Context: an optimization exercise on an open-source flow, tuned for small area, a short achievable clock period and few clock cycles per item. The choices shown serve that exercise and are no tape-out recipe.
At most, simulation tests tie the RTL to the original design; equivalence was not proved.

## middle
==> module convert_to_10, before the edit <==
module convert_to_10 (
    input wire clk,
    input wire rst,
    input wire start,
    input wire [399:0] binary,
    output reg [3:0] decimal,
    output reg valid,
    output reg done
);
    localparam integer W  = 8;                
    localparam integer NB = (392 + W - 1) / W;  
    localparam integer WT = 392 - (NB - 1) * W;  
    reg  [391:0] v;                  
    reg  [2*NB-1:0] p;               
    reg  [3:0] jreg, jreg2;          
    reg        ereg, ereg2;          
    reg        run;
    reg  [7:0] cnt;
    wire [395:0] a = {1'b0, v, 3'b000};
    wire [395:0] b = {3'b000, v, 1'b0};
    wire [391:0] v_nx;
    wire [2*NB-1:0] p_nx;
    wire [3:0]   j_nx;
    genvar gi, gj, gk;
    generate
        for (gi = 0; gi < NB; gi = gi + 1) begin : blk
            localparam integer LO = gi * W;
            localparam integer N  = (gi < NB - 1) ? W : WT + 4;    
            wire [1:0]   pp = (gi == 0) ? 2'b00 : p[2*gi +: 2];
            wire [N-1:0] ab = a[LO +: N];
            wire [N-1:0] bb = b[LO +: N];
            wire [N-1:0] qb = {{(N-5){1'b0}}, pp[1], pp[0], pp[1], pp[0], 1'b0};
            wire [N:0]   x  = {1'b0, ab ^ bb ^ qb};
            wire [N:0]   y  = {(ab & bb) | (ab & qb) | (bb & qb), 1'b0};
            wire [N:0]   G [0:5];
            wire [N:0]   P [0:5];
            assign G[0] = x & y;
            assign P[0] = x ^ y;
            for (gj = 0; gj < 5; gj = gj + 1) begin : lv
                for (gk = 0; gk <= N; gk = gk + 1) begin : el
                    if ((gk >> gj) & 1) begin : c
                        localparam integer J = ((gk >> gj) << gj) - 1;
                        assign G[gj+1][gk] = G[gj][gk] | (P[gj][gk] & G[gj][J]);
                        assign P[gj+1][gk] = P[gj][gk] & P[gj][J];
                    end else begin : n
                        assign G[gj+1][gk] = G[gj][gk];
                        assign P[gj+1][gk] = P[gj][gk];
                    end
                end
            end
            wire [N+1:0] s = {G[5][N], P[0] ^ {G[5][N-1:0], 1'b0}};
            if (gi < NB - 1) begin : mid
                assign v_nx[LO +: W] = s[W-1:0];
                assign p_nx[2*(gi+1) +: 2] = s[W+1:W];
            end else begin : top
                assign v_nx[391:LO] = s[WT-1:0];
                assign j_nx = s[WT+3:WT];
            end
        end
    endgenerate
    assign p_nx[1:0] = 2'b00;
    wire [NB-1:0] g0, pr0;
    generate
        for (gi = 0; gi < NB; gi = gi + 1) begin : gp
            localparam integer LO = gi * W;
            localparam integer HI = (gi < NB - 1) ? LO + W - 1 : 391;
            wire hi1 = &v[HI:LO+2];
            wire v1 = v[LO + 1];
            wire v0 = v[LO];
            wire p1 = (gi == 0) ? 1'b0 : p[2*gi + 1];
            wire p0 = (gi == 0) ? 1'b0 : p[2*gi];
            assign g0[gi]  = hi1 & v1 & (p1 | (p0 & v0));
            assign pr0[gi] = hi1 & ((~p1 & ~p0 & v1 & v0) | (p0 & v1 & ~v0) | (p1 & ~v1 & v0));
        end
    endgenerate
    localparam integer LV = (NB > 32) ? 6 : (NB > 16) ? 5 : (NB > 8) ? 4 : 3;   
    wire [NB-1:0] gl [0:LV];
    wire [NB-1:0] pl [0:LV];
    assign gl[0] = g0;
    assign pl[0] = pr0;
    genvar gl_i, gl_l;
    generate
        for (gl_l = 0; gl_l < LV; gl_l = gl_l + 1) begin : lv
            for (gl_i = 0; gl_i < NB; gl_i = gl_i + 1) begin : el
                if ((gl_i % (2 << gl_l)) == 0 && gl_i + (1 << gl_l) < NB) begin : cmb
                    assign gl[gl_l+1][gl_i] = gl[gl_l][gl_i + (1 << gl_l)] |
                                              (pl[gl_l][gl_i + (1 << gl_l)] & gl[gl_l][gl_i]);
                    assign pl[gl_l+1][gl_i] = pl[gl_l][gl_i + (1 << gl_l)] & pl[gl_l][gl_i];
                end else begin : pass
                    assign gl[gl_l+1][gl_i] = gl[gl_l][gl_i];
                    assign pl[gl_l+1][gl_i] = pl[gl_l][gl_i];
                end
            end
        end
    endgenerate
    wire e = gl[LV][0];
    wire [3:0] digit = jreg2 + {3'b000, ereg} + {1'b0, ereg2, ereg2, 1'b0};
    always @(posedge clk) begin
        if (run) begin
            v <= v_nx;
            p <= p_nx;
        end else begin
            v <= binary[391:0];
            p <= 0;
        end
        jreg  <= j_nx;
        jreg2 <= jreg;
        ereg  <= e;
        ereg2 <= ereg;
        decimal <= run ? digit : binary[395:392];
    end
    always @(posedge clk) begin
        if (rst) begin
            run   <= 1'b0;
            cnt   <= 8'd0;
            valid <= 1'b0;
            done  <= 1'b0;
        end else begin
            valid <= start | (run & (cnt >= 8'd3));
            done  <= run & (cnt == 8'd151);
            if (run) begin
                cnt <= cnt + 8'd1;
                if (cnt == 8'd151) run <= 1'b0;
            end else if (start) begin
                run <= 1'b1;
                cnt <= 8'd1;
            end
        end
    end
endmodule
Settings: LEC_CHECK=0, CAP_MARGIN=20, CORE_MARGIN=2, CORE_UTILIZATION=70, PLACE_DENSITY=0.8, SLEW_MARGIN=20; clock period 10.0 ns.
standard.sh (not shown) runs the stock make flow with config.mk's settings and CLKGATE_MAP_FILE= SYNTH_SCRIPT=/design/flow/synth_recipe.tcl, a recipe that flattens the netlist after the stock synthesis.
==> flow/flow/run.sh <==
#!/bin/bash
# Standard layout with: repair_timing aiming at 6.9 ns of setup slack, port buffers made of
# the smallest buffer cell, and clock tree synthesis without dummy loads.
set -euo pipefail
export BUFFER_PORTS_ARGS="-buffer_cell sky130_fd_sc_hd__buf_1"
export SETUP_SLACK_MARGIN=6.9
export CTS_ARGS="-sink_clustering_enable -repair_clock_nets -dont_use_dummy_load -buf_list {sky130_fd_sc_hd__clkbuf_8 sky130_fd_sc_hd__clkbuf_16}"
bash standard.sh > standard_flow.log 2>&1
--- input diff middle..north ---
-- flow/design.v --
<<< middle, line 9
    output reg done
);
    localparam integer W  = 8;                
    localparam integer NB = (392 + W - 1) / W;  
    localparam integer WT = 392 - (NB - 1) * W;  
>>> north, line 9
    output reg done
);
    localparam integer W  = 12;                
    localparam integer NB = (392 + W - 1) / W;  
    localparam integer WT = 392 - (NB - 1) * W;  
==> comparison <==
[compare] base=middle new=north: maximum clock frequency roughly the same, area growth from synthesis to layout higher, setup slack of the worst register-to-register path lower, TritonCTS buffer count lower.
Against middle, north comes in 0.21 ns higher on delay contributed by the slowest stage of the critical path.
Looking at detailed-route wire length across both flows, north is the weaker of the two, with middle ahead.
Mapped cell area in north is about 3.4% lower than in middle
north against middle; die height is down slightly.
north ended up with a lower count of sequential standard cells than middle did.
north vs middle on post-route cell area: north is the lower one.
north vs middle, simple-gate area share of the yosys netlist went down by 2.1 points.
Testbench counts of north, summed over its fixed seeds: cycles 19,456, items 128.
Function not checked in middle: the RTL went through the layout flow alone.

## separate check: timing with driven ports
How much do the figures lean on ideal ports? The routed layouts below were timed once more, with nothing changed but the port constraints. Step 1 (the two cells are an assumption about what drives the block):
set clk [get_ports {clk}]
set_driving_cell -lib_cell sky130_fd_sc_hd__clkbuf_16 $clk
set_driving_cell -lib_cell sky130_fd_sc_hd__buf_2 [delete_from_list [all_inputs] $clk]
Step 2 also shifts input and output timing later by t, the mid clock arrival at the registers, as if the neighbouring blocks saw the same clock. Three values: ideal, step 1, step 2; two values: the first two.
| run | t, ns | slack for setup (ns) | worst hold slack (ns) | worst setup path at the end | clock arrival spread, ns |
|---|---|---|---|---|---|
| middle | 0.669 | 6.933 / 6.868 / 6.999 | 0.317 / 0.317 / 0.317 | register to register | 0.033 / 0.033 |
| north | 0.663 | 6.931 / 6.871 / 6.931 | 0.329 / 0.329 / 0.329 | register to register | 0.044 / 0.045 |
After both steps every run listed still meets setup and hold.
